From an optimization exercise on the open Yosys and OpenROAD flow, aimed at small area and a short achievable clock period; shortcuts taken in it are not production practice. RTL that was checked went through simulation tests only; none was proved equivalent to the original. Power figures rest on the tool's default switching activity, not on a simulated workload.

Setup of lane 1:
==> module MY_CPU, before the edit <==
module MY_CPU (clk, nRESET, instr, pc, cc, dbg_addr, dbg_data);
	input clk;
	input nRESET;
	input [15:0] instr;
	output [15:0] pc;
	output [3:0] cc;
	input [2:0] dbg_addr;
	output [15:0] dbg_data;
	reg [14:0] pc_q;   
	reg [3:0] cc;
	assign pc = {pc_q, 1'b0};
	always @(posedge clk or negedge nRESET)
		if (!nRESET) pc_q <= 15'b0;
		else pc_q <= pc_q + 15'd1;
	wire [2:0] op = instr[14:12];
	wire i = instr[11];
	wire [2:0] rD = instr[10:8];
	wire [2:0] rA = instr[7:5];
	wire [2:0] rB = instr[4:2];
	wire [15:0] imm = {{11{instr[4]}}, instr[4:0]};
	wire valid = ~(op == 3'd7 & i);   
	reg [15:0] rf [0:7];
	reg [7:0] v;
	wire [15:0] res;
	wire [7:0] we;
	genvar k;
	generate for (k = 0; k < 8; k = k + 1) begin : g_rf
		assign we[k] = valid & (rD == k);
		always @(posedge clk)
			if (we[k]) rf[k] <= res;
	end endgenerate
	always @(posedge clk or negedge nRESET)
		if (!nRESET) v <= 8'b0;
		else v <= v | we;
	function [7:0] sel;
		input [2:0] a;
		input [7:0] vv;
		integer j;
		for (j = 0; j < 8; j = j + 1)
			sel[j] = (a == j) & vv[j];
	endfunction
	function [15:0] rd;
		input [7:0] s;
		input [127:0] d;
		integer j;
		begin
			rd = 16'b0;
			for (j = 0; j < 8; j = j + 1)
				rd = rd | ({16{s[j]}} & d[16*j +: 16]);
		end
	endfunction
	wire [127:0] rflat = {rf[7], rf[6], rf[5], rf[4], rf[3], rf[2], rf[1], rf[0]};
	wire [15:0] A = rd(sel(rA, v), rflat);
	wire [15:0] rb = rd(sel(rB, v), rflat);
	assign dbg_data = rd(sel(dbg_addr, v), rflat);
	wire [15:0] B = i ? imm : rb;
	wire sub = (op == 3'd2);
	wire [15:0] Bx = B ^ {16{sub}};
	wire [15:0] g0 = A & Bx;
	wire [15:0] p0 = A ^ Bx;
	reg [15:0] G, P;
	integer lv, b;
	always @(*) begin
		G = g0; P = p0;
		G[0] = g0[0] | (p0[0] & sub);
		for (lv = 0; lv < 4; lv = lv + 1)
			for (b = 0; b < 16; b = b + 1)
				if ((b >> lv) & 1) begin
					G[b] = G[b] | (P[b] & G[((b >> lv) << lv) - 1]);
					P[b] = P[b] & P[((b >> lv) << lv) - 1];
				end
	end
	wire [16:0] cy = {G, sub};
	wire [15:0] sum = p0 ^ cy[15:0];
	wire cout = cy[16];
	wire s_shl = (op == 3'd3);
	wire s_shr = (op == 3'd4);
	reg [15:0] sh, nx;
	integer sl;
	always @(*) begin
		sh = A;
		for (sl = 0; sl < 4; sl = sl + 1) begin
			for (b = 0; b < 16; b = b + 1)
				nx[b] = (B[sl] & s_shl & (b >= (1 << sl)) & sh[(b - (1 << sl)) & 15]) |
					(B[sl] & s_shr & (b + (1 << sl) < 16) & sh[(b + (1 << sl)) & 15]) |
					(~B[sl] & (s_shl | s_shr) & sh[b]);
			sh = nx;
		end
	end
	wire [15:0] shl = A << B[3:0];   
	wire s_mov = (op == 3'd1), s_and = (op == 3'd5), s_or = (op == 3'd6), s_not = (op == 3'd7);
	wire [15:0] lg = ({16{s_mov}} & B) | ({16{s_and | s_or}} & g0) | ({16{s_or}} & p0) | ({16{s_not}} & ~B);
	wire s_add = (op == 3'd0) | (op == 3'd2);
	wire [15:0] r = ({16{s_add}} & sum) | sh | lg;
	assign res = r;
	wire [15:0] Bi = imm ^ {16{sub}};
	wire [15:0] zx = A ^ Bi;
	wire [15:0] zo = {A[14:0] | Bi[14:0], sub};
	wire Z_add = ~|(zx ^ zo);
	wire [3:0] s = instr[3:0];
	reg [15:0] m;
	integer q;
	always @(*)
		for (q = 0; q < 16; q = q + 1)
			case (op)
				3'd3: m[q] = (q <= 15 - s);    
				3'd4: m[q] = (q >= s);         
				3'd5: m[q] = imm[q];           
				3'd6: m[q] = 1'b1;             
				default: m[q] = 1'b0;          
			endcase
	wire imm_z = ~|instr[4:0];
	wire Z_oth = ~|(A & m) & ((op == 3'd6 || op == 3'd1) ? imm_z : 1'b1);
	wire N = r[15];
	wire Z = s_add ? Z_add : Z_oth;
	wire C = (op == 3'd0) & cout;
	wire V = (op == 3'd3) ? (A[15] ^ shl[15]) :
		(op == 3'd0) ? ((A[15] == B[15]) & (sum[15] ^ A[15])) : 1'b0;
	always @(posedge clk or negedge nRESET)
		if (!nRESET) cc <= 4'b0;
		else if (valid & i) cc <= {N, Z, C, V};
		else cc <= 4'b0;
endmodule
==> flow/config.mk <==
export PLATFORM = sky130hd
export DESIGN_NAME = MY_CPU
export DESIGN_NICKNAME = MY_CPU
export VERILOG_FILES = /design/flow/design.v
export SDC_FILE = /design/flow/constraint.sdc
export NUM_CORES = 4
export LEC_CHECK = 0
export CAP_MARGIN = 20
export CORE_MARGIN = 2
export CORE_UTILIZATION = 40
export CTS_BUF_LIST = sky130_fd_sc_hd__clkbuf_4 sky130_fd_sc_hd__clkbuf_8
export SETUP_SLACK_MARGIN = 2.5
export SLEW_MARGIN = 20
==> flow/constraint.sdc <==
create_clock -name core_clock -period 7.0 [get_ports {clk}]
set_input_delay 1.4000 -clock core_clock [delete_from_list [all_inputs] [get_ports {clk}]]
set_output_delay 1.4000 -clock core_clock [all_outputs]
set_load 0.01 [all_outputs]
standard.sh (not shown) runs the stock make flow with config.mk's settings and CLKGATE_MAP_FILE= SYNTH_SCRIPT=/design/flow/synth_recipe.tcl, a recipe that flattens the netlist after the stock synthesis.
==> flow/flow/run.sh <==
#!/bin/bash
# Layout flow: the standard ORFS flow with these changes:
#  - synthesis maps with flow/abc.script (flow/my_synth.tcl swaps it into ORFS's
#    synthesis; everything else there is the standard synthesis);
#  - no full/half adder extraction in synthesis (ADDER_MAP_FILE empty);
#  - port buffers are sky130_fd_sc_hd__buf_2 instead of the resizer's default pick.
# The make output is kept in flow_make.log; ORFS's own logs stay under orfs/logs.
set -euo pipefail
here=$(pwd)
export MY_ABC_SCRIPT=$here/flow/abc.script
bash standard.sh ADDER_MAP_FILE= \
  SYNTH_SCRIPT=$here/flow/my_synth.tcl \
  "BUFFER_PORTS_ARGS=-buffer_cell sky130_fd_sc_hd__buf_2" \
  finish > flow_make.log 2>&1
==> flow/flow/abc.script <==
strash
dch
map -D 2500
topo
buffer -c
upsize -c
dnsize -c
==> flow/flow/my_synth.tcl <==
proc synth {args} { yosys synth -nofsm -noshare {*}$args }
# Replace the ABC script ORFS picks with MY_ABC_SCRIPT, keeping its other arguments.
proc abc {args} {
  set i [lsearch -exact $args -script]
  if { $i >= 0 && [info exists ::env(MY_ABC_SCRIPT)] } {
    set args [lreplace $args [expr {$i + 1}] [expr {$i + 1}] $::env(MY_ABC_SCRIPT)]
  }
  puts "my abc: $args"
  yosys abc {*}$args
}
source $::env(SCRIPTS_DIR)/synth.tcl
# left out here: clear keep_hierarchy, flatten, clean up, hide names made inside functions, write 1_2_yosys.v
Lane 1 completed end to end with timing, DRC and antenna clean.
For lane 2, these inputs were changed with respect to lane 1:
--- a/flow/design.v
+++ b/flow/design.v
@@ -85,38 +85,19 @@
 					(B[sl] & s_shr & (b + (1 << sl) < 16) & sh[(b + (1 << sl)) & 15]) |
 					(~B[sl] & (s_shl | s_shr) & sh[b]);
 			sh = nx;
 		end
 	end
-	wire [15:0] shl = A << B[3:0];   
 	wire s_mov = (op == 3'd1), s_and = (op == 3'd5), s_or = (op == 3'd6), s_not = (op == 3'd7);
 	wire [15:0] lg = ({16{s_mov}} & B) | ({16{s_and | s_or}} & g0) | ({16{s_or}} & p0) | ({16{s_not}} & ~B);
 	wire s_add = (op == 3'd0) | (op == 3'd2);
 	wire [15:0] r = ({16{s_add}} & sum) | sh | lg;
 	assign res = r;
-	wire [15:0] Bi = imm ^ {16{sub}};
-	wire [15:0] zx = A ^ Bi;
-	wire [15:0] zo = {A[14:0] | Bi[14:0], sub};
-	wire Z_add = ~|(zx ^ zo);
-	wire [3:0] s = instr[3:0];
-	reg [15:0] m;
-	integer q;
-	always @(*)
-		for (q = 0; q < 16; q = q + 1)
-			case (op)
-				3'd3: m[q] = (q <= 15 - s);    
-				3'd4: m[q] = (q >= s);         
-				3'd5: m[q] = imm[q];           
-				3'd6: m[q] = 1'b1;             
-				default: m[q] = 1'b0;          
-			endcase
-	wire imm_z = ~|instr[4:0];
-	wire Z_oth = ~|(A & m) & ((op == 3'd6 || op == 3'd1) ? imm_z : 1'b1);
 	wire N = r[15];
-	wire Z = s_add ? Z_add : Z_oth;
+	wire Z = ~|r;
 	wire C = (op == 3'd0) & cout;
-	wire V = (op == 3'd3) ? (A[15] ^ shl[15]) :
+	wire V = (op == 3'd3) ? (A[15] ^ sh[15]) :
 		(op == 3'd0) ? ((A[15] == B[15]) & (sum[15] ^ A[15])) : 1'b0;
 	always @(posedge clk or negedge nRESET)
 		if (!nRESET) cc <= 4'b0;
 		else if (valid & i) cc <= {N, Z, C, V};
 		else cc <= 4'b0;
## What came out
Comparing lane 1 and lane 2, horizontal die dimension is higher on lane 1. cc[2] as the capture point of the critical path was reported by lane 2, and dbg_data[0] by lane 1. Sequential cell count: lane 1 vs lane 2, no meaningful difference. Lane 2: number of non-clock inverters 10 above lane 1. Type of the worst setup path: in -> out -> lane 1, in -> reg -> lane 2. The path depth of the worst reg2reg path number comes out lower for lane 1 vs lane 2. The maximum single-stage delay on the critical path in lane 2 was lower than what lane 1 gave. Going from lane 1 to lane 2, non-clock buffering overhead in the final layout saw an increase, synthesized area down about 5.6%, switching power share of the total went up by 0.67 points, top fanout value on the critical path shows a reduction of 7.
For lane 2, only the layout was checked, not whether the RTL still works.

The RTL this note starts from:
==> flow/design.v <==
module MY_CPU (clk, nRESET, instr, pc, cc, dbg_addr, dbg_data);
	input clk;
	input nRESET;
	input [15:0] instr;
	output [15:0] pc;
	output [3:0] cc;
	input [2:0] dbg_addr;
	output [15:0] dbg_data;
	reg [14:0] pc_q;   
	reg [3:0] cc;
	assign pc = {pc_q, 1'b0};
	wire [15:0] pc_c;
	assign pc_c[0] = 1'b1;
	genvar t;
	generate for (t = 0; t < 15; t = t + 1) begin : g_pc
		assign pc_c[t + 1] = pc_c[t] & pc_q[t];
	end endgenerate
	always @(posedge clk or negedge nRESET)
		if (!nRESET) pc_q <= 15'b0;
		else pc_q <= pc_q ^ pc_c[14:0];
	wire [2:0] op = instr[14:12];
	wire i = instr[11];
	wire [2:0] rD = instr[10:8];
	wire [2:0] rA = instr[7:5];
	wire [2:0] rB = instr[4:2];
	wire [15:0] imm = {{11{instr[4]}}, instr[4:0]};
	wire valid = ~(op == 3'd7 & i);   
	reg [15:0] rf [0:7];
	reg [7:0] v;
	wire [15:0] res;
	wire [7:0] we;
	genvar k;
	generate for (k = 0; k < 8; k = k + 1) begin : g_rf
		assign we[k] = valid & (rD == k);
		always @(posedge clk)
			if (we[k]) rf[k] <= res;
	end endgenerate
	always @(posedge clk or negedge nRESET)
		if (!nRESET) v <= 8'b0;
		else v <= v | we;
	function [7:0] sel;
		input [2:0] a;
		input [7:0] vv;
		integer j;
		for (j = 0; j < 8; j = j + 1)
			sel[j] = (a == j) & vv[j];
	endfunction
	function [15:0] rd;
		input [7:0] s;
		input [127:0] d;
		integer j;
		begin
			rd = 16'b0;
			for (j = 0; j < 8; j = j + 1)
				rd = rd | ({16{s[j]}} & d[16*j +: 16]);
		end
	endfunction
	wire [127:0] rflat = {rf[7], rf[6], rf[5], rf[4], rf[3], rf[2], rf[1], rf[0]};
	wire [15:0] A = rd(sel(rA, v), rflat);
	wire [15:0] rb = rd(sel(rB, v), rflat);
	assign dbg_data = rd(sel(dbg_addr, v), rflat);
	wire [15:0] B = i ? imm : rb;
	wire sub = (op == 3'd2);
	wire [15:0] Bx = B ^ {16{sub}};
	wire [15:0] g0 = A & Bx;
	wire [15:0] p0 = A ^ Bx;
	reg [15:0] G, P;
	integer lv, b;
	always @(*) begin
		G = g0; P = p0;
		G[0] = g0[0] | (p0[0] & sub);
		for (lv = 0; lv < 4; lv = lv + 1)
			for (b = 0; b < 16; b = b + 1)
				if ((b >> lv) & 1) begin
					G[b] = G[b] | (P[b] & G[((b >> lv) << lv) - 1]);
					P[b] = P[b] & P[((b >> lv) << lv) - 1];
				end
	end
	wire [16:0] cy = {G, sub};
	wire [15:0] sum = p0 ^ cy[15:0];
	wire cout = cy[16];
	wire s_shl = (op == 3'd3);
	wire s_shr = (op == 3'd4);
	reg [15:0] sh, nx;
	integer sl;
	always @(*) begin
		sh = A;
		for (sl = 0; sl < 4; sl = sl + 1) begin
			for (b = 0; b < 16; b = b + 1)
				nx[b] = (B[sl] & s_shl & (b >= (1 << sl)) & sh[(b - (1 << sl)) & 15]) |
					(B[sl] & s_shr & (b + (1 << sl) < 16) & sh[(b + (1 << sl)) & 15]) |
					(~B[sl] & (s_shl | s_shr) & sh[b]);
			sh = nx;
		end
	end
	wire s_mov = (op == 3'd1), s_and = (op == 3'd5), s_or = (op == 3'd6), s_not = (op == 3'd7);
	wire [15:0] lg = ({16{s_mov}} & B) | ({16{s_and | s_or}} & g0) | ({16{s_or}} & p0) | ({16{s_not}} & ~B);
	wire s_add = (op == 3'd0) | (op == 3'd2);
	wire [15:0] r = ({16{s_add}} & sum) | sh | lg;
	assign res = r;
	wire [15:0] Bi = imm ^ {16{sub}};
	wire [15:0] zx = A ^ Bi;
	wire [15:0] zo = {A[14:0] | Bi[14:0], sub};
	wire Z_add = ~|(zx ^ zo);
	wire [3:0] s = instr[3:0];
	reg [15:0] m;
	integer q;
	always @(*)
		for (q = 0; q < 16; q = q + 1)
			m[q] = s_shl ? (q <= 15 - s) : (q >= s);
	wire Z_sh = ~|(A & m);
	wire Z_lg = ~|lg;
	wire N = r[15];
	wire Z = s_add ? Z_add : (s_shl | s_shr) ? Z_sh : Z_lg;
	wire C = (op == 3'd0) & cout;
	wire V = (op == 3'd3) ? (A[15] ^ sh[15]) :
		(op == 3'd0) ? ((A[15] == B[15]) & (sum[15] ^ A[15])) : 1'b0;
	always @(posedge clk or negedge nRESET)
		if (!nRESET) cc <= 4'b0;
		else if (valid & i) cc <= {N, Z, C, V};
		else cc <= 4'b0;
endmodule
clock: 7.0 ns
lec_check: 0
cap_margin: 10
core_margin: 2
core_utilization: 40
setup_slack_margin: 2.5
slew_margin: 10
==> flow/flow/run.sh <==
#!/bin/bash
# Layout flow: the standard ORFS flow with these changes:
#  - synthesis maps with flow/abc.script, the pc incrementer with flow/abc_area.script
#    (flow/my_synth.tcl swaps them into ORFS's
#    synthesis; everything else there is the standard synthesis);
#  - no full/half adder extraction in synthesis (ADDER_MAP_FILE empty);
#  - port buffers are sky130_fd_sc_hd__buf_1 instead of the resizer's default pick;
#  - clock tree from clkbuf_4/clkbuf_8 without dummy loads.
# The make output is kept in flow_make.log; ORFS's own logs stay under orfs/logs.
set -euo pipefail
here=$(pwd)
export MY_ABC_SCRIPT=$here/flow/abc.script
export MY_ABC_AREA_SCRIPT=$here/flow/abc_area.script
bash standard.sh ADDER_MAP_FILE= \
  SYNTH_SCRIPT=$here/flow/my_synth.tcl \
  "BUFFER_PORTS_ARGS=-buffer_cell sky130_fd_sc_hd__buf_1" \
  "CTS_ARGS=-sink_clustering_enable -repair_clock_nets -dont_use_dummy_load -buf_list {sky130_fd_sc_hd__clkbuf_4 sky130_fd_sc_hd__clkbuf_8}" \
  finish > flow_make.log 2>&1
==> flow/flow/abc.script <==
strash
&get -n
&st
&dch
&nf -p -D 2000
&put
topo
buffer -c
upsize -c
dnsize -c
==> flow/flow/abc_area.script <==
strash
&get -n
&st
&dch
&nf -p -R 0
&put
topo
==> flow/flow/my_synth.tcl <==
# The standard flow's synth_recipe.tcl (standard ORFS synthesis, no fsm/share, flattened, renamed)
# with one change: ABC maps with flow/abc.script, and the pc incrementer (the logic
# cone of the pc_q flip-flops, which has the whole cycle) is first mapped on its own
# with flow/abc_area.script for area.
proc synth {args} { yosys synth -nofsm -noshare {*}$args }
proc abc {args} {
  set i [lsearch -exact $args -script]
  if { $i >= 0 } {
    set a [lreplace $args [expr {$i + 1}] [expr {$i + 1}] $::env(MY_ABC_AREA_SCRIPT)]
    yosys select -set pcl c:pc_q* %ci1:+\[D\] %ci* t:sky130_fd_sc_hd__* %d
    yosys abc {*}$a @pcl
    set args [lreplace $args [expr {$i + 1}] [expr {$i + 1}] $::env(MY_ABC_SCRIPT)]
  }
  puts "my abc: $args"
  yosys abc {*}$args
}
source $::env(SCRIPTS_DIR)/synth.tcl
# left out here: clear keep_hierarchy, flatten, clean up, hide names made inside functions, write 1_2_yosys.v
==> next run, changes <==
--- a/flow/design.v
+++ b/flow/design.v
@@ -39,13 +39,21 @@
 		if (!nRESET) v <= 8'b0;
 		else v <= v | we;
 	function [7:0] sel;
 		input [2:0] a;
 		input [7:0] vv;
+		reg [3:0] lo;
+		reg [7:0] hv;
 		integer j;
-		for (j = 0; j < 8; j = j + 1)
-			sel[j] = (a == j) & vv[j];
+		begin
+			for (j = 0; j < 4; j = j + 1)
+				lo[j] = (a[1:0] == j);
+			for (j = 0; j < 8; j = j + 1)
+				hv[j] = (a[2] == j[2]) & vv[j];
+			for (j = 0; j < 8; j = j + 1)
+				sel[j] = lo[j % 4] & hv[j];
+		end
 	endfunction
 	function [15:0] rd;
 		input [7:0] s;
 		input [127:0] d;
 		integer j;
@@ -55,13 +63,13 @@
 				rd = rd | ({16{s[j]}} & d[16*j +: 16]);
 		end
 	endfunction
 	wire [127:0] rflat = {rf[7], rf[6], rf[5], rf[4], rf[3], rf[2], rf[1], rf[0]};
 	wire [15:0] A = rd(sel(rA, v), rflat);
-	wire [15:0] rb = rd(sel(rB, v), rflat);
+	wire [15:0] rb = rd(sel(rB, v & {8{~i}}), rflat);   
 	assign dbg_data = rd(sel(dbg_addr, v), rflat);
-	wire [15:0] B = i ? imm : rb;
+	wire [15:0] B = rb | (imm & {16{i}});
 	wire sub = (op == 3'd2);
 	wire [15:0] Bx = B ^ {16{sub}};
 	wire [15:0] g0 = A & Bx;
 	wire [15:0] p0 = A ^ Bx;
 	reg [15:0] G, P;
@@ -96,14 +104,12 @@
 	wire s_mov = (op == 3'd1), s_and = (op == 3'd5), s_or = (op == 3'd6), s_not = (op == 3'd7);
 	wire [15:0] lg = ({16{s_mov}} & B) | ({16{s_and | s_or}} & g0) | ({16{s_or}} & p0) | ({16{s_not}} & ~B);
 	wire s_add = (op == 3'd0) | (op == 3'd2);
 	wire [15:0] r = ({16{s_add}} & sum) | sh | lg;
 	assign res = r;
-	wire [15:0] Bi = imm ^ {16{sub}};
-	wire [15:0] zx = A ^ Bi;
-	wire [15:0] zo = {A[14:0] | Bi[14:0], sub};
-	wire Z_add = ~|(zx ^ zo);
+	wire [15:0] zo = {g0[14:0] | p0[14:0], sub};
+	wire Z_add = ~|(p0 ^ zo);
 	wire [3:0] s = instr[3:0];
 	reg [15:0] m;
 	integer q;
 	always @(*)
 		for (q = 0; q < 16; q = q + 1)
Outcome: The new run completed with no timing, DRC or antenna violations; sequential share of layout area is lower by 1.3 points; final area went up by about 3.5%; power rises by 3.4%; maximum frequency hardly moves; non-clock buffer count rises by 18; wire length went up by about 8%; flip-flop and latch count is unchanged; die area is higher by about 1.2%; setup slack loses 0.0040 ns.
For the second run of this note, only the layout was checked, not whether the RTL still works.

re-timing with driven ports:
How much do the figures lean on ideal ports? The routed layouts below were timed once more, with nothing changed but the port constraints. Step 1: set_driving_cell puts a clkbuf_16 on clk and a buf_2 on each other input, an assumption about the parent block. Step 2 adds t to the input delays and takes it off the output delays; t is the mean of the earliest and latest rising clock arrival at the registers after step 1. Input paths then give back, and output paths get back, about the clock's delay inside the block. Slacks: no drivers / after step 1 / after step 2; pairs: no drivers / after step 1.
run	t (ns)	setup WS [ns]	slew at the worst register clock pin (ns)	worst data-port slew with drivers (ns)
lane 1	0.504	2.508 / 2.478 / 2.077	0.10 / 0.10	0.07
lane 2	0.511	2.416 / 2.420 / 1.909	0.10 / 0.10	0.05
the first run of note 2	0.487	2.426 / 2.410 / 1.924	0.09 / 0.09	0.07
the second run of note 2	0.486	2.422 / 2.404 / 1.918	0.11 / 0.11	0.07
After both steps setup and hold are still met in every run listed. For lane 2, which loses most, drivers alone change the setup slack by +0.004 ns; drivers and shift together by -0.507 ns.
